What follows belongs to an exercise in optimizing a design on an open flow for small area; a production flow would make more cautious choices.
The RTL was checked by simulation tests, not by an equivalence proof against the original design.
Power is estimated from default activity; no workload was simulated.

`flow/design.v`:
```
module top
(
    input clk,
    input rst,
    input [7:0] switch,
    input [3:0] button,
    output [7:0] LEDrow,
    output [7:0] LEDcol
);
function automatic pol(input integer i);
    pol = (i % 2) == 0;
endfunction
function automatic pl(input integer i);
    pl = pol(i) ^ ((i / 8) % 2);
endfunction
genvar i, j;
wire rstn = ~rst;
localparam [14:0] D_RST = 15'h7f7e;
reg  [14:0] dn;
wire [14:0] dv, dn_d;
for (i = 0; i < 15; i = i + 1) begin : g_dv
    assign dv[i] = dn[i] ^ pol(i);
end
wire dlow1 = &dv[13:0];
wire tick  = dlow1 & dv[14];
wire dfb   = ~(dv[14] ^ dv[13]) ^ dlow1;
for (i = 0; i < 15; i = i + 1) begin : g_dn
    wire prev = (i == 0) ? dfb : dn[(i == 0) ? 0 : i - 1];
    if (D_RST[i] ^ pol(i)) begin : g1
        c_nand2 u (.a(rstn), .b(prev), .y(dn_d[i]));
    end else begin : g0
        c_nor2 u (.a(rst), .b(prev), .y(dn_d[i]));
    end
    always @(posedge clk) dn[i] <= dn_d[i];
end
wire t1 = tick & rstn;
wire t0 = ~tick & rstn;
reg  [1:0] bf, bs, br1, br2;
wire [1:0] bf_d, bs_d, br1_d;
for (i = 0; i < 2; i = i + 1) begin : g_btn
    c_a22o uf (.a1(t1), .a2(button[i]), .b1(t0), .b2(bf[i]), .y(bf_d[i]));
    c_a22o us (.a1(t1), .a2(bf[i]), .b1(t0), .b2(bs[i]), .y(bs_d[i]));
    c_a32o ur (.a1(t1), .a2(bs[i]), .a3(bf[i]), .b1(t0), .b2(br1[i]), .y(br1_d[i]));
    always @(posedge clk) begin
        bf[i] <= bf_d[i];
        bs[i] <= bs_d[i];
        br1[i] <= br1_d[i];
        br2[i] <= br1[i] & rstn;
    end
end
wire load = br2[0];
reg rise_d;                  
always @(posedge clk) rise_d <= br1[1] & ~br2[1] & rstn;
localparam [63:0] RV_RST = 64'h0123456789ABCDEF;
reg  [63:0] n;
wire [63:0] n_d;
reg rx;
wire [7:0] swn = ~switch;
wire [7:0] swr, swnr;        
for (i = 0; i < 8; i = i + 1) begin : g_sw
    c_nor2 ua (.a(swn[i]), .b(rst), .y(swr[i]));
    c_nor2 ub (.a(switch[i]), .b(rst), .y(swnr[i]));
end
wire ld_a = ~load | rst;
wire ld_b =  load | rst;
wire ld_c =  load & rstn;
wire ld_d = ~load & rstn;
for (i = 0; i < 64; i = i + 1) begin : g_n
    wire y = (i == 0) ? rx : n[(i == 0) ? 0 : i - 1];
    localparam integer PP = (i == 0) ? 0 : pl(i - 1);
    localparam integer R  = RV_RST[i] ^ pl(i);
    if (pl(i) != PP) begin : ginv
        if (R == 0) begin : g0
            c_o22ai u (.a1(ld_a), .a2(pl(i) ? switch[i % 8] : swn[i % 8]),
                       .b1(ld_b), .b2(y), .y(n_d[i]));
        end else begin : g1
            c_o22ai u (.a1(ld_d), .a2(pl(i) ? swr[i % 8] : swnr[i % 8]),
                       .b1(ld_b), .b2(y), .y(n_d[i]));
        end
    end else begin : gbuf
        if (R == 0) begin : g0
            c_a22o u (.a1(ld_c), .a2(pl(i) ? swn[i % 8] : switch[i % 8]),
                      .b1(ld_d), .b2(y), .y(n_d[i]));
        end else begin : g1
            c_o22a u (.a1(ld_a), .a2(pl(i) ? swn[i % 8] : switch[i % 8]),
                      .b1(ld_b), .b2(y), .y(n_d[i]));
        end
    end
    always @(posedge clk) n[i] <= n_d[i];
end
wire rfb = ~((n[63] ^ pl(63)) ^ (n[62] ^ pl(62)) ^ (n[60] ^ pl(60)) ^ (n[59] ^ pl(59)));
wire rx_d;
c_a22o u_rx (.a1(ld_d), .a2(rfb), .b1(ld_c), .b2(rx), .y(rx_d));
always @(posedge clk) rx <= rx_d;
reg [1:0] idx;
reg  [25:0] cn;
wire [25:0] cv, cn_d;
reg g;
for (i = 0; i < 26; i = i + 1) begin : g_cv
    assign cv[i] = cn[i] ^ pol(i);
end
wire cfb = ~(cv[25] ^ cv[4]);
wire eq0 = (cv & 26'h3ff7a81) == (26'h260ca75 & 26'h3ff7a81);    
wire eq1 = (cv & 26'h3bffc59) == (26'h0133cb7 & 26'h3bffc59);    
wire eq2 = (cv & 26'h3fffbf8) == (26'h0f6b563 & 26'h3fffbf8);    
wire eq3 = (cv & 26'h3f7f7ff) == (26'h13cab14 & 26'h3f7f7ff);    
wire fire = (~idx[1] & ~idx[0] & (eq0 | g)) | (~idx[1] & idx[0] & eq1) |
            ( idx[1] &  idx[0] & eq2)       | ( idx[1] & ~idx[0] & eq3);
wire crl  = rst | fire;
wire crln = ~crl;
for (i = 0; i < 26; i = i + 1) begin : g_cn
    wire prev = (i == 0) ? cfb : cn[(i == 0) ? 0 : i - 1];
    if (pol(i)) begin : g1
        c_nand2 u (.a(crln), .b(prev), .y(cn_d[i]));
    end else begin : g0
        c_nor2 u (.a(crl), .b(prev), .y(cn_d[i]));
    end
    always @(posedge clk) cn[i] <= cn_d[i];
end
always @(posedge clk) begin
    if (rst) begin
        idx <= 0; g <= 0;
    end else begin
        if (rise_d) idx <= {idx[0], ~idx[1]};
        g <= ~fire & (g | eq0);
    end
end
reg  [63:0] dq;
wire [63:0] dq_d;
wire f_a = ~fire | rst;
wire f_b =  fire | rst;
wire f_c =  fire & rstn;
wire f_d = ~fire & rstn;
for (i = 0; i < 64; i = i + 1) begin : g_dq
    if (pl(i)) begin : g1
        c_o22a u (.a1(f_a), .a2(n[i]), .b1(f_b), .b2(dq[i]), .y(dq_d[i]));
    end else begin : g0
        c_a22o u (.a1(f_c), .a2(n[i]), .b1(f_d), .b2(dq[i]), .y(dq_d[i]));
    end
    always @(posedge clk) dq[i] <= dq_d[i];
end
reg  [13:0] rn;
wire [13:0] rcv, rn_d;
for (i = 0; i < 14; i = i + 1) begin : g_rcv
    assign rcv[i] = rn[i] ^ pol(i);
end
wire rfb2 = ~(rcv[13] ^ rcv[0]);
wire step = (rcv & 14'h3ff8) == (14'h0999 & 14'h3ff8);    
wire rrl  = rst | step;
wire rrln = ~rrl;
for (i = 0; i < 14; i = i + 1) begin : g_rn
    wire prev = (i == 0) ? rfb2 : rn[(i == 0) ? 0 : i - 1];
    if (pol(i)) begin : g1
        c_nand2 u (.a(rrln), .b(prev), .y(rn_d[i]));
    end else begin : g0
        c_nor2 u (.a(rrl), .b(prev), .y(rn_d[i]));
    end
    always @(posedge clk) rn[i] <= rn_d[i];
end
reg [2:0] k;
reg started;
always @(posedge clk) begin
    k[0] <= rstn & (k[0] ^ step);
    k[1] <= rstn & (k[1] ^ (step & k[0]));
    k[2] <= rstn & (k[2] ^ (step & k[0] & k[1]));
    started <= rstn & (started | step);
end
for (i = 0; i < 8; i = i + 1) begin : g_row
    assign LEDrow[i] = ~(started & (k == ((i + 1) % 8)));
end
reg  [63:0] aq;
wire [63:0] aq_d;
wire fl  = step & (k == 3'd0);
wire fln = ~fl;
for (i = 0; i < 64; i = i + 1) begin : g_aq
    c_o22ai u (.a1(fl), .a2(aq[(i + 8) % 64]), .b1(fln), .b2(dq[i]), .y(aq_d[i]));
    always @(posedge clk) aq[i] <= aq_d[i];
end
wire cs  = step & started & rstn;    
wire csn = ~cs;
wire ch  = ~step & rstn;             
wire chn = step | rst;
reg  [7:0] cq;
wire [7:0] cq_d;
for (i = 0; i < 8; i = i + 1) begin : g_col
    if (pol(7 - i)) begin : g1
        c_o22a u (.a1(csn), .a2(aq[8 + 7 - i]), .b1(chn), .b2(cq[i]), .y(cq_d[i]));
        assign LEDcol[i] = ~cq[i];
    end else begin : g0
        c_a22o u (.a1(cs), .a2(aq[8 + 7 - i]), .b1(ch), .b2(cq[i]), .y(cq_d[i]));
        assign LEDcol[i] = cq[i];
    end
    always @(posedge clk) cq[i] <= cq_d[i];
end
endmodule
module c_nor2 (input a, input b, output y);
assign y = ~(a | b);
endmodule
module c_nand2 (input a, input b, output y);
assign y = ~(a & b);
endmodule
module c_nand3 (input a, input b, input c, output y);
assign y = ~(a & b & c);
endmodule
module c_nand2b (input a_n, input b, output y);
assign y = ~(~a_n & b);
endmodule
module c_nand3b (input a_n, input b, input c, output y);
assign y = ~(~a_n & b & c);
endmodule
module c_o22ai (input a1, input a2, input b1, input b2, output y);
assign y = ~((a1 | a2) & (b1 | b2));
endmodule
module c_a22oi (input a1, input a2, input b1, input b2, output y);
assign y = ~((a1 & a2) | (b1 & b2));
endmodule
module c_a22o (input a1, input a2, input b1, input b2, output y);
assign y = (a1 & a2) | (b1 & b2);
endmodule
module c_a32o (input a1, input a2, input a3, input b1, input b2, output y);
assign y = (a1 & a2 & a3) | (b1 & b2);
endmodule
module c_o22a (input a1, input a2, input b1, input b2, output y);
assign y = (a1 | a2) & (b1 | b2);
endmodule
module c_a222oi (input a1, input a2, input b1, input b2, input c1, input c2, output y);
assign y = ~((a1 & a2) | (b1 & b2) | (c1 & c2));
endmodule
```
`flow/flow/run.sh`:
```
#!/bin/bash
# The standard flow (the standard.sh, unchanged synthesis), with these
# layout choices changed:
#  * ports are buffered with buf_1 instead of the default buffer cell;
#  * clock tree: clkbuf_4 buffers, sink clusters of at most 11 flops within
#    50 um, and no dummy load cells;
#  * after global routing, gates off the critical paths are downsized
#    (ORFS's RECOVER_POWER step).
# standard.sh's full output (make and every tool) goes to standard.log here;
# ORFS keeps each step's own log under orfs/logs/.
set -euo pipefail
bash standard.sh \
  BUFFER_PORTS_ARGS="-buffer_cell sky130_fd_sc_hd__buf_1" \
  CTS_ARGS="-sink_clustering_enable -repair_clock_nets -dont_use_dummy_load -buf_list sky130_fd_sc_hd__clkbuf_4 -sink_clustering_size 11 -sink_clustering_max_diameter 50" \
  RECOVER_POWER=100 \
  finish > standard.log 2>&1
```
`flow/standard.sh`:
```
#!/bin/bash
# synth_recipe.tcl (not shown) runs the flow's synth.tcl, then flattens the netlist and writes it again
# the make line also repeats each setting of config.mk as NAME=value (left out here)
make -C /OpenROAD-flow-scripts/flow DESIGN_CONFIG=/design/flow/config.mk WORK_HOME=/design/flow/orfs CLKGATE_MAP_FILE= SYNTH_SCRIPT=/design/flow/synth_recipe.tcl "${@:-finish}"
```
`flow/config.mk`:
```
export PLATFORM = sky130hd
export DESIGN_NAME = top
export DESIGN_NICKNAME = top
export VERILOG_FILES = /design/flow/design.v
export SDC_FILE = /design/flow/constraint.sdc
export NUM_CORES = 4
export LEC_CHECK = 0
export ABC_AREA = 0
export ABC_CLOCK_PERIOD_IN_PS = 10000
export CAP_MARGIN = 0
export CORE_MARGIN = 2
export CORE_UTILIZATION = 65
export SLEW_MARGIN = 0
export SYNTH_HIERARCHICAL = 1
```
`flow/constraint.sdc`:
```
create_clock -name core_clock -period 10.0 [get_ports {clk}]
set_input_delay 2.0000 -clock core_clock [delete_from_list [all_inputs] [get_ports {clk}]]
set_output_delay 2.0000 -clock core_clock [all_outputs]
set_load 0.01 [all_outputs]
```
==> notes.md, run 1 <==
Run status:
- The run finished, with violations left.
- A clean result was blocked by max-capacitance violations, max-slew violations.

Synth:
- Of all cell types, the one taking the most synthesized area is sky130_fd_sc_hd__dfxtp_1.
- During synthesis, Yosys emitted a total of 7 warnings.
- The area share of xor/xnor cells in the synthesized design is 0.00776.
- The share of the Yosys chip area taken by registers is 0.689.
- The compound-cell area share of the yosys netlist is 0.198.
- In this run, synthesis produced a sequential element count of 272.
- Of the post-synthesis cell area, the dominant cell type holds 0.689.
- Of the total synthesized cell area, the portion taken by full adders, half adders and majority gates is 0.00317.
- Synthesis instantiated 38 different standard cells from the library.
- Sorting the synthesized cells by area gives the leading types as sky130_fd_sc_hd__dfxtp_1, sky130_fd_sc_hd__o22ai_1, sky130_fd_sc_hd__a22o_1, sky130_fd_sc_hd__o22a_1, sky130_fd_sc_hd__nor2_1.
- Of the total synthesized cell area, the portion taken by AND, OR, NAND and NOR gates is 0.0868.
- The main combinational cell family by area after synthesis is compound AO/OA/AOI/OAI gates.
- The synthesized area per cell is 12.0 sq um.
- The portion of synthesized area spent on multiplexers is 0.00127.
- The cell area after synthesis is 7900 sq um.
- Synthesis produced a netlist whose cell count is 658.
- The net count of the mapped netlist is 674.

Power:
- The worst-case vdd ir drop is 0.130 mV.
- The post-route total power is 1.61 mW.
- In this run the power density over the cells is 192 nW/um^2.
- The analysis attributes to cell leakage a power of 3.24 nW.

Global route:
- The pin count of the biggest net entering global routing is 66.
- The first-pass GRT wire length is 26,100 um.
- In the global route stage, overall resource usage came out at 0.248.
- The global route total overflow is 0.
- The via count of the first global-routing pass is 5,198.
- The initial antenna violation count is 0.

STA:
- Headroom to the max-slew limit came out at -0.941.
- The final critical-path required period is 5.92 ns.
- The final cycle utilization of the critical path is 0.592.
- The setup clock skew after layout is 0.0519 ns.
- The final number of hold-violating endpoints was 0.
- The number of endpoints failing setup at the final stage is 0.
- Setup repair after global routing left no endpoint under its margin.
- The upper clock frequency limit is 169 MHz.
- The final sum of negative setup slack is 0 ns.
- At the pin with the least slew margin, the transition time is 2.91 ns.
- The max-slew violation count was 165.

Setup path:
- The endpoint identified for the worst register-to-register timing path is aq[58].
- Counting both buffers and inverters, the worst setup path holds a total of 3.
- Counting buffers and inverters, the worst setup path is 8 cells deep.
- The worst register-to-register path has a setup slack of 4.08 ns.
- The worst-path maximum fanout is 65.
- The critical path starts at rn[3].
- The startpoint-to-endpoint class of the critical path is reg -> reg.
- The signal on the critical path passes through or4b_1 > nor4_1 > nand4_1 > inv_1 > nand3b_2 > clkbuf_1 > inv_1 > o22ai_1.
- The data required time of the critical path is 10.49 ns.
- On the worst path, the slowest cell contributes a delay of 2.11 ns.
- Following the worst setup path forward leads to its endpoint at aq[58].
- The family of cells with the greatest summed delay on the critical path is buffers and inverters.
- The number of cells on the worst reg-to-reg path is 8.
- The data arrival time at the worst-slack endpoint is 6.42 ns.
- The slowest cell on the critical path is sky130_fd_sc_hd__inv_1.
- STA classifies the critical path endpoint as a flip-flop.
- The worst setup path is launched from a flip-flop.
- The most numerous cell on the critical path is sky130_fd_sc_hd__inv_1.
- The worst register-to-register path begins at rn[3].

Die:
- 30 I/O pins were placed.
- The floorplan row count is 40.
- The starting density of the core is 0.661.
- The die span in y is 114 um.
- The die covers 13,100 sq um.
- The die is 114 um wide.
- The floorplan step defined a core boundary enclosing 12,000 sq um.

Clocking:
- In this run the number of H-tree levels came out at 1.
- Buffers inserted to repair hold after CTS numbered 0.
- The clock transition at the registers of the reported paths is 0.11 ns.
- The number of cells upsized or downsized after cts is 0.
- Clock tree synthesis inserted a total of 28 buffers.
- The buffer depth of the longest clock path is 3.
- Post-CTS timing repair inserted 0 buffers for setup.
- The buffer cell driving the clock tree root is sky130_fd_sc_hd__clkbuf_4.
- The CTS tree is done.
- The tree built by TritonCTS fans out to 272 sinks.
- The later-pin clock latency in the skew report is 0.65 ns.

Place:
- The routability-driven placement congestion ratio is 0.844.
- The count of buffers inserted at the top-level ports is 27.
- The detailed-placement wirelength estimate is 9950 um.

Cells and area:
- Compared with the post-synthesis result, the final layout area differs by 6.24%.
- The net count reported at finish is 731.
- The repair_antennas step left the layout with diodes totalling 0.
- In the final layout, the share of cells above drive strength 1 is 0.0505.

Detailed routing:
- The post-route DRC violation count is 0.
- After detailed routing, the average wire length per cell comes to 18.6 um.
- The number of iterations in the first detailed-routing pass is 5.
- The number of antenna-violating nets in the routed design is 0.
- The per-cell via count in the routed design is 6.21.
- The via count is 5,337.
- For this block, the routed nets add up to 16,000 um of wire.
- In this run, the number of DRC markers left after iteration 0 of detailed routing was 353.

Worst hold path:
- The path class of the tightest hold or removal check is reg -> reg.
- Counting instances, the worst hold path has a depth of 1.

Flow run:
- The max-cap check violation count is 3.
[per-stage QoR]
stage	worst slack [ns]	instances	hold WS (ns)	instance area [sq um]	utilization
after CTS	5.84	860	0.385	8410	0.703
after global placement	5.21	832	0.350	8200	0.685
after floorplan	5.36	658	0.343	7900	-
after detailed placement	5.17	832	0.357	8200	0.685
final	4.08	860	0.381	8390	0.702
after global routing	3.57	860	0.394	8390	0.702
[Yosys stat by module (local to each module, per instance), excerpt]
module	cell area (sq um)	cells	flops+latches	copies in the design
top	6130	383	272	1
c_a32o	10.0	1	0	2
c_o22a	8.76	1	0	40
c_a22o	8.76	1	0	44
c_nor2	3.75	1	0	41
c_nand2	3.75	1	0	27
[placed cells by master, fill, tap and decap left out, drive strengths merged, types with 6 or more instances in the layout]
master	count
o22ai	122
buf	27
nand3	6
nor2	54
nand2	34
inv	21
dfxtp	272
a22o	44
o22a	40
nand4	8
nor2b	8
clkbuf	33
[cell usage after synthesis, drive strengths merged]
| cell type | instances |
|---|---|
| or2 | 1 |
| nor3b | 1 |
| nor2 | 54 |
| dfxtp | 272 |
| xor2 | 3 |
| inv | 21 |
| nor2b | 8 |
| o22ai | 122 |
| a22o | 44 |
| ha | 2 |
| and2 | 1 |
| o21ai | 2 |
| xnor2 | 4 |
| or4b | 1 |
| a21oi | 3 |
| a211oi | 1 |
| o22a | 40 |
| nand4bb | 1 |
| and3 | 2 |
| clkbuf | 1 |
| nand4 | 8 |
| nand2 | 34 |
| nor4 | 3 |
| and4b | 4 |
| and4 | 1 |
| buf | 4 |
| mux2i | 1 |
| nand3 | 6 |
| nand3b | 1 |
| a32o | 2 |
| nor4b | 4 |
| nand2b | 1 |
| nor4bb | 4 |
| a41o | 1 |
[registers in the layout, indices dropped and copies added (netlist names)]
name / count
rise_d: 1
br2: 2
started: 1
br1: 2
cn: 26
k: 3
aq: 64
rn: 14
n: 64
dq: 64
cq: 8
bf: 2
bs: 2
idx: 2
rx: 1
g: 1
dn: 15
[worst min path at each step]
stage                      start  endpoint
final                      rn[1]     rn[2]
after global placement     rn[1]     rn[2]
after global routing      br2[1]    rise_d
after floorplan            rn[1]     rn[2]
after detailed placement   rn[1]     rn[2]
after CTS                 br2[1]    rise_d
[power breakdown]
part / total, mW / switching, mW / internal, mW / leakage, nW
Combinational: 0.0502 / 0.0323 / 0.0179 / 0.869
Clock: 0.434 / 0.305 / 0.129 / 0.129
Sequential: 1.13 / 0.0189 / 1.11 / 2.24
Total: 1.61 / 0.356 / 1.26 / 3.24
[layer usage]
metal,share of wire,vias up,track usage
met3,0.047,27,0.0360
met4,0.016,0,0.0610
li1,-,2593,-
met1,0.47,2572,0.346
met2,0.46,145,0.412
met5,0,-,0
[worst register-to-register path, stage by stage (launching register included)]
cell	delay [ns]
sky130_fd_sc_hd__dfxtp_1	0.33
sky130_fd_sc_hd__or4b_1	0.16
sky130_fd_sc_hd__nor4_1	0.05
sky130_fd_sc_hd__nand4_1	0.13
sky130_fd_sc_hd__inv_1	0.12
sky130_fd_sc_hd__nand3b_2	0.09
sky130_fd_sc_hd__clkbuf_1	2.06
sky130_fd_sc_hd__inv_1	2.13
sky130_fd_sc_hd__o22ai_1	0.71
[cell families (layout without fill, tap and decap cells)]
| logic type | after synthesis | count (layout) |
|---|---|---|
| DFF | 272 | 272 |
| AOI/OAI and AO/OA | 215 | 215 |
| and+or+nand+nor | 135 | 135 |
| buffers and inverters | 26 | 81 |
| xor gates and xnor gates | 7 | 7 |
| adders and majority gates | 2 | 2 |
| muxes | 1 | 1 |
[area by class of cell]
type	count	area, sq um
Sequential cell	272	5450
Fill cell	929	3570
Multi-Input combinational cell	360	2350
Clock buffer	28	210
Tap cell	147	184
Timing Repair Buffer	32	125
Inverter	21	78.8
==> run 2: changes to the inputs <==
--- a/flow/design.v
+++ b/flow/design.v
@@ -93,36 +93,50 @@
 c_a22o u_rx (.a1(ld_d), .a2(rfb), .b1(ld_c), .b2(rx), .y(rx_d));
 always @(posedge clk) rx <= rx_d;
 reg [1:0] idx;
-reg  [25:0] cn;
-wire [25:0] cv, cn_d;
-reg g;
-for (i = 0; i < 26; i = i + 1) begin : g_cv
-    assign cv[i] = cn[i] ^ pol(i);
-end
-wire cfb = ~(cv[25] ^ cv[4]);
-wire eq0 = (cv & 26'h3ff7a81) == (26'h260ca75 & 26'h3ff7a81);    
-wire eq1 = (cv & 26'h3bffc59) == (26'h0133cb7 & 26'h3bffc59);    
-wire eq2 = (cv & 26'h3fffbf8) == (26'h0f6b563 & 26'h3fffbf8);    
-wire eq3 = (cv & 26'h3f7f7ff) == (26'h13cab14 & 26'h3f7f7ff);    
-wire fire = (~idx[1] & ~idx[0] & (eq0 | g)) | (~idx[1] & idx[0] & eq1) |
-            ( idx[1] &  idx[0] & eq2)       | ( idx[1] & ~idx[0] & eq3);
-wire crl  = rst | fire;
-wire crln = ~crl;
-for (i = 0; i < 26; i = i + 1) begin : g_cn
-    wire prev = (i == 0) ? cfb : cn[(i == 0) ? 0 : i - 1];
+reg  [18:0] bn;              
+wire [18:0] bv, bn_d;
+reg  [6:0]  aq7;             
+wire [6:0]  aq7_d;
+reg bw, g;
+for (i = 0; i < 19; i = i + 1) begin : g_bv
+    assign bv[i] = bn[i] ^ pol(i);
+end
+wire bfb  = ~(bv[18] ^ bv[5]);
+wire bend = (bv & 19'h7dfff) == (19'h594b8 & 19'h7dfff);      
+wire afb  = ~(aq7[6] ^ aq7[3]);
+wire am1   = aq7[0];                                           
+wire am5   = aq7[4];                                           
+wire am25  = (aq7 & 7'h64) == (7'h6d & 7'h64);                 
+wire am100 = (aq7 & 7'h4f) == (7'h50 & 7'h4f);                 
+wire fire = (~bw & ((~idx[1] & idx[0] & am5) | (idx[1] & idx[0] & am25) |
+                    (idx[1] & ~idx[0] & am100))) |
+            (~idx[1] & ~idx[0] & g);
+wire arl  = rst | fire;      
+wire brl  = arl | bend;      
+wire brln = ~brl;
+for (i = 0; i < 19; i = i + 1) begin : g_bn
+    wire prev = (i == 0) ? bfb : bn[(i == 0) ? 0 : i - 1];
     if (pol(i)) begin : g1
-        c_nand2 u (.a(crln), .b(prev), .y(cn_d[i]));
-    end else begin : g0
-        c_nor2 u (.a(crl), .b(prev), .y(cn_d[i]));
-    end
-    always @(posedge clk) cn[i] <= cn_d[i];
+        c_nand2 u (.a(brln), .b(prev), .y(bn_d[i]));
+    end else begin : g0
+        c_nor2 u (.a(brl), .b(prev), .y(bn_d[i]));
+    end
+    always @(posedge clk) bn[i] <= bn_d[i];
+end
+wire a_s = bend & ~arl;      
+wire a_h = ~bend & ~arl;     
+for (i = 0; i < 7; i = i + 1) begin : g_a
+    c_a22o u (.a1(a_s), .a2((i == 0) ? afb : aq7[(i == 0) ? 0 : i - 1]),
+              .b1(a_h), .b2(aq7[i]), .y(aq7_d[i]));
+    always @(posedge clk) aq7[i] <= aq7_d[i];
 end
 always @(posedge clk) begin
+    bw <= brl;
     if (rst) begin
         idx <= 0; g <= 0;
     end else begin
         if (rise_d) idx <= {idx[0], ~idx[1]};
-        g <= ~fire & (g | eq0);
+        g <= ~fire & (g | (am1 & bw));
     end
 end
 reg  [63:0] dq;
==> flow/flow/run.sh (replaced) <==
#!/bin/bash
# The standard flow (the standard.sh, unchanged synthesis), with these
# layout choices changed:
#  * ports are buffered with buf_1 instead of the default buffer cell;
#  * clock tree: clkbuf_4 buffers, sink clusters of at most 11 flops within
#    50 um, and no dummy load cells.
# standard.sh's full output (make and every tool) goes to standard.log here;
# ORFS keeps each step's own log under orfs/logs/.
set -euo pipefail
bash standard.sh \
  BUFFER_PORTS_ARGS="-buffer_cell sky130_fd_sc_hd__buf_1" \
  CTS_ARGS="-sink_clustering_enable -repair_clock_nets -dont_use_dummy_load -buf_list sky130_fd_sc_hd__clkbuf_4 -sink_clustering_size 11 -sink_clustering_max_diameter 50" \
  finish > standard.log 2>&1
--- a/flow/config.mk
+++ b/flow/config.mk
@@ -9,6 +9,6 @@
 export ABC_CLOCK_PERIOD_IN_PS = 10000
 export CAP_MARGIN = 0
 export CORE_MARGIN = 2
-export CORE_UTILIZATION = 65
+export CORE_UTILIZATION = 75
 export SLEW_MARGIN = 0
 export SYNTH_HIERARCHICAL = 1
==> notes.md, run 2 <==
Die:
- The starting density of the core is 0.767 (+0.106).
- The floorplan row count is 37 (-7.5%).
- The core area came to 10,300 sq um (-14%).
- The number of top-level pins is 30 (unchanged).
- The die span in y is 106 um (-6.8%).
- The area enclosed by the die boundary is 11,300 sq um (-13%).
- The die width was 106 um (-6.8%).

Clocking:
- The buffer depth of the longest clock path is 3 (unchanged).
- The H-tree depth is 1 (unchanged).
- The tree is rooted in a sky130_fd_sc_hd__clkbuf_4.
- The later-pin clock latency in the skew report was 0.63 ns (-0.02 ns).
- The post-CTS setup repair buffer count came to 0 (unchanged).
- The number of cells upsized or downsized after cts is 0 (unchanged).
- The number of CTS-inserted buffers is 28 (unchanged).
- The clock transition at the registers of the reported paths is 0.10 ns (about the same).
- The count of hold buffers inserted by post-cts repair came to 0 (unchanged).
- TritonCTS built the clock tree.
- The number of clock sinks came to 273 (+0.37%).

Place:
- The post-place setup slack came to 5.57 ns (+0.402 ns).
- The detailed-placement wirelength estimate is 9660 um (-2.9%).
- The routability-driven placement congestion ratio was 0.792 (-6.1%).
- The count of buffers inserted at the top-level ports came to 27 (unchanged).
- The instance area after placement came to 8180 sq um (-0.21%).

Cells and area:
- The filler cell count in the final layout is 650 (-30%).
- The total area of multi-input combinational cells is 2320 sq um (-1.3%).
- The area of all sequential standard cells is 5470 sq um (+0.37%).
- In the layout the commonest cells are sky130_fd_sc_hd__dfxtp_1, sky130_fd_sc_hd__o22ai_1, sky130_fd_sc_hd__a22o_1.
- The net count reported at finish was 722 (-1.2%).
- The most common library cell in the layout ignoring fill and taps is sky130_fd_sc_hd__dfxtp_1.
- The antenna diode count came to 0 (unchanged).
- In the final layout, the registers with the most flip-flops are aq: 64 flops, dq: 64 flops, n: 64 flops.
- The post-route cell area came to 8390 sq um (about the same).
- Compared with the post-synthesis result, the final layout area differs by 6.51%.
- The fraction of final layout cells with drive strength greater than 1 came to 0.0625 (+0.0120).

Detailed routing:
- The number of antenna-violating nets in the routed design was 0 (unchanged).
- The violation count after the first detailed-route iteration is 413 (+17%).
- The via count is 5,440 (+1.9%).
- The number of iterations in the first detailed-routing pass is 5 (unchanged).
- The post-detailed-routing wire length came to 15,900 um (-0.62%).
- The per-cell via count in the routed design was 6.48 (+4.4%).
- The post-route DRC violation count is 0 (unchanged).
- The wire length per cell after detailed routing is 19.0 um (+1.7%).

Setup path:
- The critical path launch point type is an input pin.
- The worst-path maximum fanout is 62 (-4.6%).
- The startpoint-to-endpoint class of the critical path is in -> reg.
- The data arrival time at the worst-slack endpoint came to 4.39 ns (-2.03 ns).
- The capturing element type of the critical path is a flip-flop.
- The data required time of the critical path is 10.52 ns (+0.03 ns).
- The worst-case register-to-register setup slack is 6.91 ns (+2.83 ns).

Synth:
- The area share of xor/xnor cells in the synthesized design is 0.0100 (+0.00225).
- The net count of the mapped netlist is 665 (-1.3%).
- The count of warnings emitted by yosys is 7 (unchanged).
- By count the netlist is led by sky130_fd_sc_hd__dfxtp_1, sky130_fd_sc_hd__o22ai_1, sky130_fd_sc_hd__a22o_1.
- The number of synthesized flops with an enable pin is 0 (unchanged).
- The cell area after synthesis is 7880 sq um (-0.29%).
- Sorting the synthesized cells by area gives the leading types as sky130_fd_sc_hd__dfxtp_1, sky130_fd_sc_hd__o22ai_1, sky130_fd_sc_hd__a22o_1, sky130_fd_sc_hd__o22a_1, sky130_fd_sc_hd__nor2_1.
- The sequential area share after synthesis is 0.694 (+0.00451).
- The cell count after synthesis is 649 (-1.4%).
- The top-area cell type share of the netlist area came to 0.694 (+0.00451).
- The cell type contributing the most total cell area after synthesis is sky130_fd_sc_hd__dfxtp_1.
- The share of cell area taken by muxes after synthesis was 0.00127 (+0.00000362).
- In the synthesized netlist the dominant register cell turns out to be sky130_fd_sc_hd__dfxtp_1.
- The main combinational cell family by area after synthesis is compound AO/OA/AOI/OAI gates.
- Among all cell types in the netlist, the one instantiated most often is sky130_fd_sc_hd__dfxtp_1.
- The share of flip-flops with an asynchronous set or reset after synthesis is 0 (unchanged).
- The compound-cell area share of the yosys netlist is 0.207 (+0.00978).
- The basic-gate share of the synthesized area counting and, or, nand and nor cells was 0.0697 (-0.0171).
- The post-synthesis adder-cell area fraction is 0.00318 (+0.00000905).
- The number of storage elements in the synthesis netlist is 273 (+0.37%).
- The number of library cell types mapped by synthesis was 37 (-2.6%).
- The synthesized area per cell is 12.1 sq um (+1.1%).

Run status:
- The run finished with no timing, DRC or antenna violations.

Power:
- The worst-case vdd ir drop is 0.152 mV (+17%).
- The switching power is 0.351 mW (-1.5%).
- The total leakage power is 3.22 nW (-0.51%).
- The portion of total power attributed to the clock network was 0.266 (-0.003).
- The combinational power share is 0.032 (about the same).
- The power per unit of standard cell area came to 192 nW/um^2 (about the same).
- The switching portion of total power is 0.218 (-0.00325).
- The portion of total power attributed to sequential cells is 0.702 (+0.002).
- The internal power contribution is 1.26 mW (+0.39%).

Global route:
- The first-pass GRT wire length is 25,700 um (-1.6%).
- The via count of the first global-routing pass is 5,171 (-0.52%).
- The global route total overflow came to 0 (unchanged).
- The pin count of the biggest net entering global routing is 65 (-1.5%).
- The aggregate global-route resource usage is 0.284 (+0.0361).
- The initial antenna violation count was 0 (unchanged).

Flow run:
- The max-cap check violation count was 0 (-3).

STA:
- The final sum of negative setup slack was 0 ns (unchanged).
- The final number of hold-violating endpoints came to 0 (unchanged).
- The number of endpoints failing setup at the final stage was 0 (unchanged).
- The final critical-path required period is 3.87 ns (-2.05 ns).
- The max-slew violation count is 0 (-100%).
- The smallest setup slack after layout is 6.13 ns (+2.05 ns).
- Setup repair after global routing left no endpoint under its margin.
- The upper clock frequency limit is 258 MHz (+53%).
- The setup clock skew after layout is 0.0252 ns (-0.0268 ns).
- The actual slew at the worst max-slew pin came to 1.27 ns (-1.64 ns).
- The final cycle utilization of the critical path is 0.387 (-0.205).
- The worst slew margin relative to its limit came to 0.153 (+1.09).

Worst hold path:
- The worst hold path belongs to the class reg -> reg.
run 2: kinds of logic (layout without fill, tap and decap cells):
group | Yosys count | in the layout
flops | 273 | 273
compound gates | 224 | 224
simple gates | 113 | 113
buf+inv | 27 | 82
xor+xnor | 9 | 9
fa+ha+maj | 2 | 2
mux | 1 | 1
run 2: per-module statistics from Yosys (local to each module, per instance):
| module | times used | cells inside |
|---|---|---|
| top | 1 | 374 |
| c_o22ai | 121 | 1 |
| c_a22o | 51 | 1 |
| c_nor2 | 37 | 1 |
| c_nand2 | 24 | 1 |
| c_o22a | 40 | 1 |
| c_a32o | 2 | 1 |
run 2: area by class of cell:
cell class,instances,share of cell area
clock buffers,28,0.0250
multi-input cells,349,0.276
repair buffers,33,0.0176
well taps,136,0.0203
flip-flops and latches,273,0.651
inverters,21,0.00939
run 2: worst paths after layout:
path | startpoint | to | cells after the start
worst min register to register | bn[3] | bn[4] | 1
worst min-delay path | bn[3] | bn[4] | 1
worst max register to register | rn[4] | aq[0] | 5
worst max-delay path | rst | rx | 6
run 2: metrics by stage:
stage	std cells	power [mW]	hold WS, ns	utilization
6_report	840	1.61	0.389	0.817
5_1_grt	840	1.67	0.404	0.817
4_1_cts	840	1.62	0.390	0.817
3_5_place_dp	812	1.21	0.365	0.796
3_3_place_gp	812	1.20	0.357	0.796
2_1_floorplan	649	1.18	0.343	-
run 2: per-layer routing:
metal / vias to the layer above / track usage / share of wire
met2: 193 / 0.456 / 0.48
li1: 2559 / - / -
met5: - / 0 / 0
met1: 2657 / 0.400 / 0.44
met4: 0 / 0.0928 / 0.022
met3: 31 / 0.0441 / 0.059
run 2: power groups by stage:
stage | Combinational [mW] | Clock (mW) | Sequential [mW]
floorplan | 0.0336 | 0 | 1.15
global placement | 0.0478 | 0 | 1.16
detailed placement | 0.0494 | 0 | 1.16
CTS | 0.0500 | 0.438 | 1.13
global route | 0.0552 | 0.476 | 1.14
finish | 0.0508 | 0.429 | 1.13
run 2: worst max-delay path, cell delays in order:
cell and delay [ns]:
sky130_fd_sc_hd__clkbuf_2 0.07, sky130_fd_sc_hd__buf_4 0.39, sky130_fd_sc_hd__or2_2 0.20, sky130_fd_sc_hd__buf_4 0.51, sky130_fd_sc_hd__inv_1 0.72, sky130_fd_sc_hd__a22o_1 0.44
==> run 3: changes to the inputs <==
--- a/flow/design.v
+++ b/flow/design.v
@@ -13,7 +13,7 @@
 function automatic pl(input integer i);
     pl = pol(i) ^ ((i / 8) % 2);
 endfunction
-genvar i, j;
+genvar i;
 wire rstn = ~rst;
 localparam [14:0] D_RST = 15'h7f7e;
 reg  [14:0] dn;
@@ -213,21 +213,9 @@
 module c_nand2 (input a, input b, output y);
 assign y = ~(a & b);
 endmodule
-module c_nand3 (input a, input b, input c, output y);
-assign y = ~(a & b & c);
-endmodule
-module c_nand2b (input a_n, input b, output y);
-assign y = ~(~a_n & b);
-endmodule
-module c_nand3b (input a_n, input b, input c, output y);
-assign y = ~(~a_n & b & c);
-endmodule
 module c_o22ai (input a1, input a2, input b1, input b2, output y);
 assign y = ~((a1 | a2) & (b1 | b2));
 endmodule
-module c_a22oi (input a1, input a2, input b1, input b2, output y);
-assign y = ~((a1 & a2) | (b1 & b2));
-endmodule
 module c_a22o (input a1, input a2, input b1, input b2, output y);
 assign y = (a1 & a2) | (b1 & b2);
 endmodule
@@ -237,6 +225,3 @@
 module c_o22a (input a1, input a2, input b1, input b2, output y);
 assign y = (a1 | a2) & (b1 | b2);
 endmodule
-module c_a222oi (input a1, input a2, input b1, input b2, input c1, input c2, output y);
-assign y = ~((a1 & a2) | (b1 & b2) | (c1 & c2));
-endmodule
==> notes.md, run 3 <==
Synth:
- The most used flip-flop cell after synthesis is sky130_fd_sc_hd__dfxtp_1.
- The number of storage elements in the synthesis netlist was 273 (unchanged).
- The net count of the mapped netlist is 665 (unchanged).
- The cell area after synthesis is 7880 sq um (unchanged).
- The cell count after synthesis came to 649 (unchanged).
- The number of synthesized flops with an enable pin came to 0 (unchanged).
- The sequential area share after synthesis was 0.694 (unchanged).
- The most used standard cell by instance count after synthesis is sky130_fd_sc_hd__dfxtp_1.
- By area the synthesized netlist is led by sky130_fd_sc_hd__dfxtp_1, sky130_fd_sc_hd__o22ai_1, sky130_fd_sc_hd__a22o_1, sky130_fd_sc_hd__o22a_1, sky130_fd_sc_hd__nor2_1.
- Of all cell types, the one taking the most synthesized area is sky130_fd_sc_hd__dfxtp_1.
- The synthesized area per cell is 12.1 sq um (unchanged).
- The count of warnings emitted by yosys is 7 (unchanged).
- The commonest cells after synthesis are sky130_fd_sc_hd__dfxtp_1, sky130_fd_sc_hd__o22ai_1, sky130_fd_sc_hd__a22o_1.
- The top-area cell type share of the netlist area is 0.694 (unchanged).
- The number of library cell types mapped by synthesis came to 37 (unchanged).
- The share of flip-flops with an asynchronous set or reset after synthesis was 0 (unchanged).

Setup path:
- The worst setup path is of the in -> reg kind.
- The data required time of the critical path came to 10.52 ns (about the same).
- Walking the worst path, the cells encountered are clkbuf_2 > buf_4 > or2_2 > buf_4 > inv_1 > a22o_1.
- Among the stages of the critical path, the cell type that occurs most often is sky130_fd_sc_hd__buf_4.
- The data arrival time at the worst-slack endpoint is 4.39 ns (about the same).
- The largest individual stage delay along the critical path comes from the cell sky130_fd_sc_hd__inv_1.
- The worst setup path is launched from an input pin.
- The capturing element type of the critical path is a flip-flop.
- The worst reg2reg path depth is 5 (unchanged).
- The worst-path maximum fanout was 62 (unchanged).
- The highest cell delay on the worst timing path is 0.72 ns (about the same).

Place:
- The post-place setup slack is 5.57 ns (unchanged).
- The instance area after placement is 8180 sq um (unchanged).
- The detailed-placement wirelength estimate is 9660 um (unchanged).
- The routability-driven placement congestion ratio is 0.792 (unchanged).
- The cell total after placement was 812 (unchanged).
- The count of buffers inserted at the top-level ports came to 27 (unchanged).

Power:
- The portion of total power attributed to the clock network was 0.266 (about the same).
- The switching power is 0.351 mW (unchanged).
- The combinational power share came to 0.032 (about the same).
- The worst-case vdd ir drop is 0.152 mV (unchanged).
- The switching portion of total power is 0.218 (unchanged).
- The internal power contribution is 1.26 mW (unchanged).
- The post-route total power is 1.61 mW (unchanged).
- The power per unit of standard cell area came to 192 nW/um^2 (unchanged).
- The portion of total power attributed to sequential cells is 0.702 (about the same).
- The total leakage power is 3.22 nW (unchanged).

Die:
- The die width is 106 um (unchanged).
- The floorplan row count is 37 (unchanged).
- The core area was 10,300 sq um (unchanged).
- The number of top-level pins was 30 (unchanged).
- The die span in y is 106 um (unchanged).
- The area enclosed by the die boundary is 11,300 sq um (unchanged).
- The starting density of the core is 0.767 (unchanged).

Clocking:
- In this run the clock root is driven by a sky130_fd_sc_hd__clkbuf_4.
- The number of cells upsized or downsized after cts is 0 (unchanged).
- The later-pin clock latency in the skew report is 0.63 ns (about the same).
- The number of clock sinks is 273 (unchanged).
- The H-tree depth is 1 (unchanged).
- TritonCTS built the clock tree.
- The clock transition at the registers of the reported paths is 0.10 ns (about the same).
- The number of CTS-inserted buffers was 28 (unchanged).
- The post-CTS setup repair buffer count is 0 (unchanged).
- The count of hold buffers inserted by post-cts repair is 0 (unchanged).
- The buffer depth of the longest clock path is 3 (unchanged).

Detailed routing:
- The violation count after the first detailed-route iteration is 413 (unchanged).
- The number of antenna-violating nets in the routed design is 0 (unchanged).
- The wire length per cell after detailed routing is 19.0 um (unchanged).
- The number of iterations in the first detailed-routing pass is 5 (unchanged).
- The post-detailed-routing wire length came to 15,900 um (unchanged).
- The post-route DRC violation count is 0 (unchanged).
- The per-cell via count in the routed design is 6.48 (unchanged).
- The via count is 5,440 (unchanged).

STA:
- The number of endpoints failing setup at the final stage is 0 (unchanged).
- The max-slew violation count is 0 (unchanged).
- The final cycle utilization of the critical path was 0.387 (unchanged).
- The actual slew at the worst max-slew pin is 1.27 ns (unchanged).
- The final worst hold slack is 0.389 ns (unchanged).
- The setup clock skew after layout was 0.0252 ns (unchanged).
- The worst slew margin relative to its limit was 0.153 (unchanged).
- The final number of hold-violating endpoints is 0 (unchanged).
- The upper clock frequency limit is 258 MHz (unchanged).
- The final critical-path required period came to 3.87 ns (unchanged).
- The smallest setup slack after layout is 6.13 ns (unchanged).
- Setup repair after global routing left no endpoint under its margin.
- The final sum of negative setup slack was 0 ns (unchanged).

Cells and area:
- The number of standard cells in the layout, taps in and fillers out came to 840 (unchanged).
- The most common library cell in the layout ignoring fill and taps is sky130_fd_sc_hd__dfxtp_1.
- The area overhead of the layout relative to synthesis is 6.51% (unchanged).
- The net count reported at finish is 722 (unchanged).
- The post-route cell area is 8390 sq um (unchanged).
- In the layout the commonest cells are sky130_fd_sc_hd__dfxtp_1, sky130_fd_sc_hd__o22ai_1, sky130_fd_sc_hd__a22o_1.
- The core utilization of the finished layout was 0.817 (unchanged).
- The antenna diode count is 0 (unchanged).
- The filler cell count in the final layout is 650 (unchanged).
- In the final layout, the registers with the most flip-flops are aq: 64 flops, dq: 64 flops, n: 64 flops.
- The fraction of final layout cells with drive strength greater than 1 came to 0.0625 (unchanged).

Global route:
- The initial antenna violation count was 0 (unchanged).
- The via count of the first global-routing pass is 5,171 (unchanged).
- The first-pass GRT wire length came to 25,700 um (unchanged).
- The aggregate global-route resource usage is 0.284 (unchanged).
- In this run the most used layer during global routing was met2.
- The met2 track utilization from global routing is 0.456 (unchanged).
- The global route total overflow came to 0 (unchanged).
- The met3 capacity usage during global routing came to 0.0441 (unchanged).
- The pin count of the biggest net entering global routing is 65 (unchanged).
- The met1 track demand over resource is 0.400 (unchanged).

Flow run:
- The max-cap check violation count was 0 (unchanged).

Worst hold path:
- The number of cells on the worst hold path is 1 (unchanged).
- The worst hold path belongs to the class reg -> reg.

Run status:
- The run finished with no timing, DRC or antenna violations.
-- run 3: routing by layer --
metal / up-vias / wire, um
met2: 193 / 7580
met3: 31 / 941
met4: 0 / 343
li1: 2559 / -
met1: 2657 / 7070
met5: - / 0
-- run 3: worst paths after layout --
check              from     to  slack [ns]
setup / recovery    rst     rx        6.13
hold reg to reg   bn[3]  bn[4]        0.39
hold / removal    bn[3]  bn[4]        0.39
setup reg to reg  rn[4]  aq[0]        6.91
-- run 3: area by class of cell --
cell class | count | area, sq um | share of cell area
Clock buffer | 28 | 210 | 0.0250
Inverter | 21 | 78.8 | 0.00939
Multi-Input combinational cell | 349 | 2320 | 0.276
Sequential cell | 273 | 5470 | 0.651
Tap cell | 136 | 170 | 0.0203
Timing Repair Buffer | 33 | 148 | 0.0176
-- run 3: power groups by stage --
stage / combinational [mW] / sequential (mW) / clock, mW
finish: 0.0508 / 1.13 / 0.429
global route: 0.0552 / 1.14 / 0.476
CTS: 0.0500 / 1.13 / 0.438
detailed placement: 0.0494 / 1.16 / 0
global placement: 0.0478 / 1.16 / 0
floorplan: 0.0336 / 1.15 / 0
-- run 3: cells by family (layout without fill, tap and decap cells) --
| family | Yosys count | after routing | synth area share |
|---|---|---|---|
| AOI/OAI and AO/OA | 224 | 224 | 0.207 |
| xor gates and xnor gates | 9 | 9 | 0.0100 |
| adders and majority gates | 2 | 2 | 0.00318 |
| buffers and inverters | 27 | 82 | 0.0148 |
| DFF | 273 | 273 | 0.694 |
| muxes | 1 | 1 | 0.00127 |
| and+or+nand+nor | 113 | 113 | 0.0697 |
-- run 3: Yosys stat by module, one instance, submodules excluded --
module,flops+latches,times used
c_o22ai,0,121
c_nand2,0,24
top,273,1
c_a22o,0,51
c_o22a,0,40
c_nor2,0,37
c_a32o,0,2
-- run 3: critical path, delay by kind of cell --
family	cells	cell delay [ns]
AOI/OAI and AO/OA	1	0.44
buffers and inverters	4	1.69
and+or+nand+nor	1	0.20
==> run 4: changes to the inputs <==
--- a/flow/config.mk
+++ b/flow/config.mk
@@ -10,5 +10,6 @@
 export CAP_MARGIN = 0
 export CORE_MARGIN = 2
 export CORE_UTILIZATION = 75
+export PLACE_DENSITY = 0.85
 export SLEW_MARGIN = 0
 export SYNTH_HIERARCHICAL = 1
==> notes.md, run 4 <==
STA:
- The number of endpoints failing setup at the final stage is 0 (unchanged).
- Setup repair after global routing left no endpoint under its margin.
- The actual slew at the worst max-slew pin came to 1.26 ns (-0.0125 ns).
- The final critical-path required period was 4.12 ns (+0.247 ns).
- The worst slew margin relative to its limit is 0.163 (+0.00923).
- The final number of hold-violating endpoints was 0 (unchanged).
- The setup clock skew after layout is 0.0396 ns (+0.0145 ns).
- The final sum of negative setup slack is 0 ns (unchanged).
- The final cycle utilization of the critical path was 0.412 (+0.0247).
- The max-slew violation count is 0 (unchanged).
- The upper clock frequency limit is 243 MHz (-6.0%).

Place:
- The detailed-placement wirelength estimate is 9850 um (+2.0%).
- The instance area after placement is 8170 sq um (-0.18%).
- The routability-driven placement congestion ratio is 0.824 (+4.0%).
- The count of buffers inserted at the top-level ports came to 27 (unchanged).

Die:
- The starting density of the core is 0.767 (unchanged).
- The die width is 106 um (unchanged).
- The die span in y is 106 um (unchanged).
- The floorplan row count is 37 (unchanged).
- The area enclosed by the die boundary is 11,300 sq um (unchanged).
- The core area is 10,300 sq um (unchanged).
- The number of top-level pins was 30 (unchanged).

Power:
- The portion of total power attributed to sequential cells is 0.703 (about the same).
- The internal power contribution is 1.26 mW (about the same).
- The total leakage power is 3.22 nW (-0.28%).
- The portion of total power attributed to the clock network is 0.266 (about the same).
- The combinational power share came to 0.031 (about the same).
- The power per unit of standard cell area was 192 nW/um^2 (+0.14%).
- The worst-case vdd ir drop is 0.122 mV (-20%).
- The switching portion of total power is 0.217 (-0.000390).
- The post-route total power is 1.61 mW (about the same).
- The switching power was 0.350 mW (-0.22%).

Flow run:
- The max-cap check violation count was 0 (unchanged).

Global route:
- The first-pass GRT wire length was 26,000 um (+1.3%).
- The via count of the first global-routing pass was 5,328 (+3.0%).
- The global route total overflow is 0 (unchanged).
- The initial antenna violation count is 0 (unchanged).
- The aggregate global-route resource usage came to 0.285 (+0.000912).
- The pin count of the biggest net entering global routing is 65 (unchanged).

Synth:
- The number of library cell types mapped by synthesis is 37 (unchanged).
- The cell area after synthesis is 7880 sq um (unchanged).
- The number of storage elements in the synthesis netlist is 273 (unchanged).
- The number of synthesized flops with an enable pin was 0 (unchanged).
- The synthesized area per cell is 12.1 sq um (unchanged).
- The top-area cell type share of the netlist area came to 0.694 (unchanged).
- In the post-synthesis netlist, the cell with the most instances is sky130_fd_sc_hd__dfxtp_1.
- The count of warnings emitted by yosys came to 7 (unchanged).
- The largest total area in the synthesized netlist belongs to sky130_fd_sc_hd__dfxtp_1.
- The net count of the mapped netlist came to 665 (unchanged).
- Ranked by total cell area, the synthesized netlist is headed by sky130_fd_sc_hd__dfxtp_1, sky130_fd_sc_hd__o22ai_1, sky130_fd_sc_hd__a22o_1, sky130_fd_sc_hd__o22a_1, sky130_fd_sc_hd__nor2_1.
- The sequential area share after synthesis is 0.694 (unchanged).
- The share of flip-flops with an asynchronous set or reset after synthesis is 0 (unchanged).
- In the synthesized netlist the dominant register cell turns out to be sky130_fd_sc_hd__dfxtp_1.
- The commonest cells after synthesis are sky130_fd_sc_hd__dfxtp_1, sky130_fd_sc_hd__o22ai_1, sky130_fd_sc_hd__a22o_1.
- The cell count after synthesis is 649 (unchanged).

Setup path:
- The startpoint-to-endpoint class of the critical path is in -> reg.
- The worst reg2reg path depth is 5 (unchanged).
- The worst-case register-to-register setup slack came to 6.89 ns (-0.02 ns).
- The data arrival time at the worst-slack endpoint is 4.54 ns (+0.15 ns).
- The most critical setup path has its startpoint at rst.
- STA classifies the critical path endpoint as a flip-flop.
- The capture instance of the worst register-to-register path is aq[58].
- In this run the critical register-to-register path is launched from rn[4].
- The critical path launch point type is an input pin.
- The worst-path maximum fanout is 62 (unchanged).
- The data required time of the critical path came to 10.42 ns (-0.10 ns).
- The endpoint of the worst setup timing path is n[10].

Cells and area:
- The antenna diode count came to 0 (unchanged).
- The library cell used most frequently in the layout, excluding fill and tap cells, is sky130_fd_sc_hd__dfxtp_1.
- In the layout the commonest cells are sky130_fd_sc_hd__dfxtp_1, sky130_fd_sc_hd__o22ai_1, sky130_fd_sc_hd__a22o_1.
- The area overhead of the layout relative to synthesis is 6.32%.
- The post-route cell area came to 8380 sq um (-0.18%).
- The core utilization of the finished layout is 0.815 (-0.00146).
- The largest registers in the layout are aq: 64 flops, dq: 64 flops, n: 64 flops.
- The fraction of final layout cells with drive strength greater than 1 is 0.0598 (-0.00267).
- The net count reported at finish was 720 (-0.28%).
- The filler cell count in the final layout is 589 (-9.4%).

Clocking:
- The number of cells upsized or downsized after cts is 0 (unchanged).
- The CTS tree is done.
- The H-tree depth is 1 (unchanged).
- The number of CTS-inserted buffers came to 28 (unchanged).
- The post-CTS setup repair buffer count is 0 (unchanged).
- The buffer cell driving the clock tree root is sky130_fd_sc_hd__clkbuf_4.
- The later-pin clock latency in the skew report was 0.62 ns (about the same).
- The clock transition at the registers of the reported paths is 0.10 ns (about the same).
- The buffer depth of the longest clock path is 3 (unchanged).
- The number of clock sinks came to 273 (unchanged).
- The count of hold buffers inserted by post-cts repair is 0 (unchanged).

Detailed routing:
- The post-route DRC violation count was 0 (unchanged).
- The number of antenna-violating nets in the routed design is 0 (unchanged).
- The wire length per cell after detailed routing is 19.2 um (+1.3%).
- The via count was 5,367 (-1.3%).
- The violation count after the first detailed-route iteration is 406 (-1.7%).
- The per-cell via count in the routed design is 6.40 (-1.1%).
- The post-detailed-routing wire length was 16,100 um (+1.1%).
- The number of iterations in the first detailed-routing pass is 5 (unchanged).

Worst hold path:
- In this run the worst hold path is classified as reg -> reg.

Run status:
- The run finished with no timing, DRC or antenna violations.
run 4: cell types whose count changed in the layout (fill, tap and decap cells not counted):
cell	delta
sky130_fd_sc_hd__buf_4	-2
run 4: cell type report:
type / instances / area, sq um / area share
Tap cell: 136 / 170 / 0.0203
Clock buffer: 28 / 210 / 0.0251
Sequential cell: 273 / 5470 / 0.652
Inverter: 21 / 78.8 / 0.00941
Multi-Input combinational cell: 349 / 2320 / 0.277
Timing Repair Buffer: 31 / 133 / 0.0158
run 4: power by group through the flow:
stage | Combinational [mW] | Sequential, mW | Clock [mW]
2_1_floorplan | 0.0336 | 1.15 | 0
3_3_place_gp | 0.0473 | 1.16 | 0
3_5_place_dp | 0.0489 | 1.16 | 0
4_1_cts | 0.0494 | 1.13 | 0.436
5_1_grt | 0.0547 | 1.14 | 0.478
6_report | 0.0503 | 1.13 | 0.428
run 4: critical path, cell delays in order:
cell and delay, ns:
sky130_fd_sc_hd__clkbuf_2 0.48, sky130_fd_sc_hd__or2_2 0.50, sky130_fd_sc_hd__buf_4 0.31, sky130_fd_sc_hd__inv_1 0.98
sky130_fd_sc_hd__o22ai_1 0.22
run 4: cells by family (layout without fill, tap and decap cells):
group,Yosys count,count (layout),synth area share
compound gates,224,224,0.207
xor+xnor,9,9,0.0100
fa+ha+maj,2,2,0.00318
buf+inv,27,80,0.0148
flops,273,273,0.694
mux,1,1,0.00127
simple gates,113,113,0.0697
run 4: how the worst min path moves through the flow:
stage                start  endpoint  slack, ns  depth (start not counted)
floorplan           bn[13]    bn[14]       0.34                          1
global placement    bn[13]    bn[14]       0.35                          1
detailed placement  bn[13]    bn[14]       0.35                          1
CTS                 bn[13]    bn[14]       0.38                          1
global route         bn[9]    bn[10]       0.39                          1
finish              bn[13]    bn[14]       0.37                          1
run 4: per-module statistics from Yosys (local to each module, per instance):
| module | flip-flops and latches | times used |
|---|---|---|
| top | 273 | 1 |
| c_a32o | 0 | 2 |
| c_a22o | 0 | 51 |
| c_o22a | 0 | 40 |
| c_o22ai | 0 | 121 |
| c_nand2 | 0 | 24 |
| c_nor2 | 0 | 37 |
run 4: layer usage:
layer	GRT usage	wire length [um]	up-vias
li1	-	-	2550
met1	0.387	7110	2604
met2	0.483	7760	185
met3	0.0399	960	28
met4	0.0788	277	0
met5	0	0	-
run 4: stage by stage:
| step | hold WS [ns] | setup slack, ns | cells |
|---|---|---|---|
| finish | 0.374 | 5.88 | 838 |
| global route | 0.392 | 5.75 | 838 |
| CTS | 0.380 | 5.99 | 838 |
| detailed placement | 0.353 | 5.34 | 810 |
| global placement | 0.350 | 5.41 | 810 |
| floorplan | 0.343 | 3.78 | 649 |

static timing again, ports no longer ideal:
In the flow no input, the clock included, has a driving cell. The finished layouts below were timed again as built, in two steps.
Step 1, drivers: a clkbuf_16 drives clk and a buf_2 each remaining input, both assumed.
Step 2 adds t to the input delays and takes it off the output delays; t is the mean of the earliest and latest rising clock arrival at the registers after step 1. Input paths then give back, and output paths get back, about the clock's delay inside the block.
a / b / c = ideal ports / drivers / drivers and shift; a / b = the first two.
run | shift t [ns] | setup slack, ns | worst setup path after step 2 | worst slew at a driven data input, ns | pins driven straight from the clock port
run 1 | 0.657 | 4.077 / 4.077 / 3.671 | input to register | 0.03 | 1
run 2 | 0.647 | 6.131 / 6.144 / 5.496 | input to register | 0.05 | 1
run 3 | 0.647 | 6.131 / 6.144 / 5.496 | input to register | 0.05 | 1
run 4 | 0.628 | 5.884 / 5.894 / 5.266 | input to register | 0.05 | 1
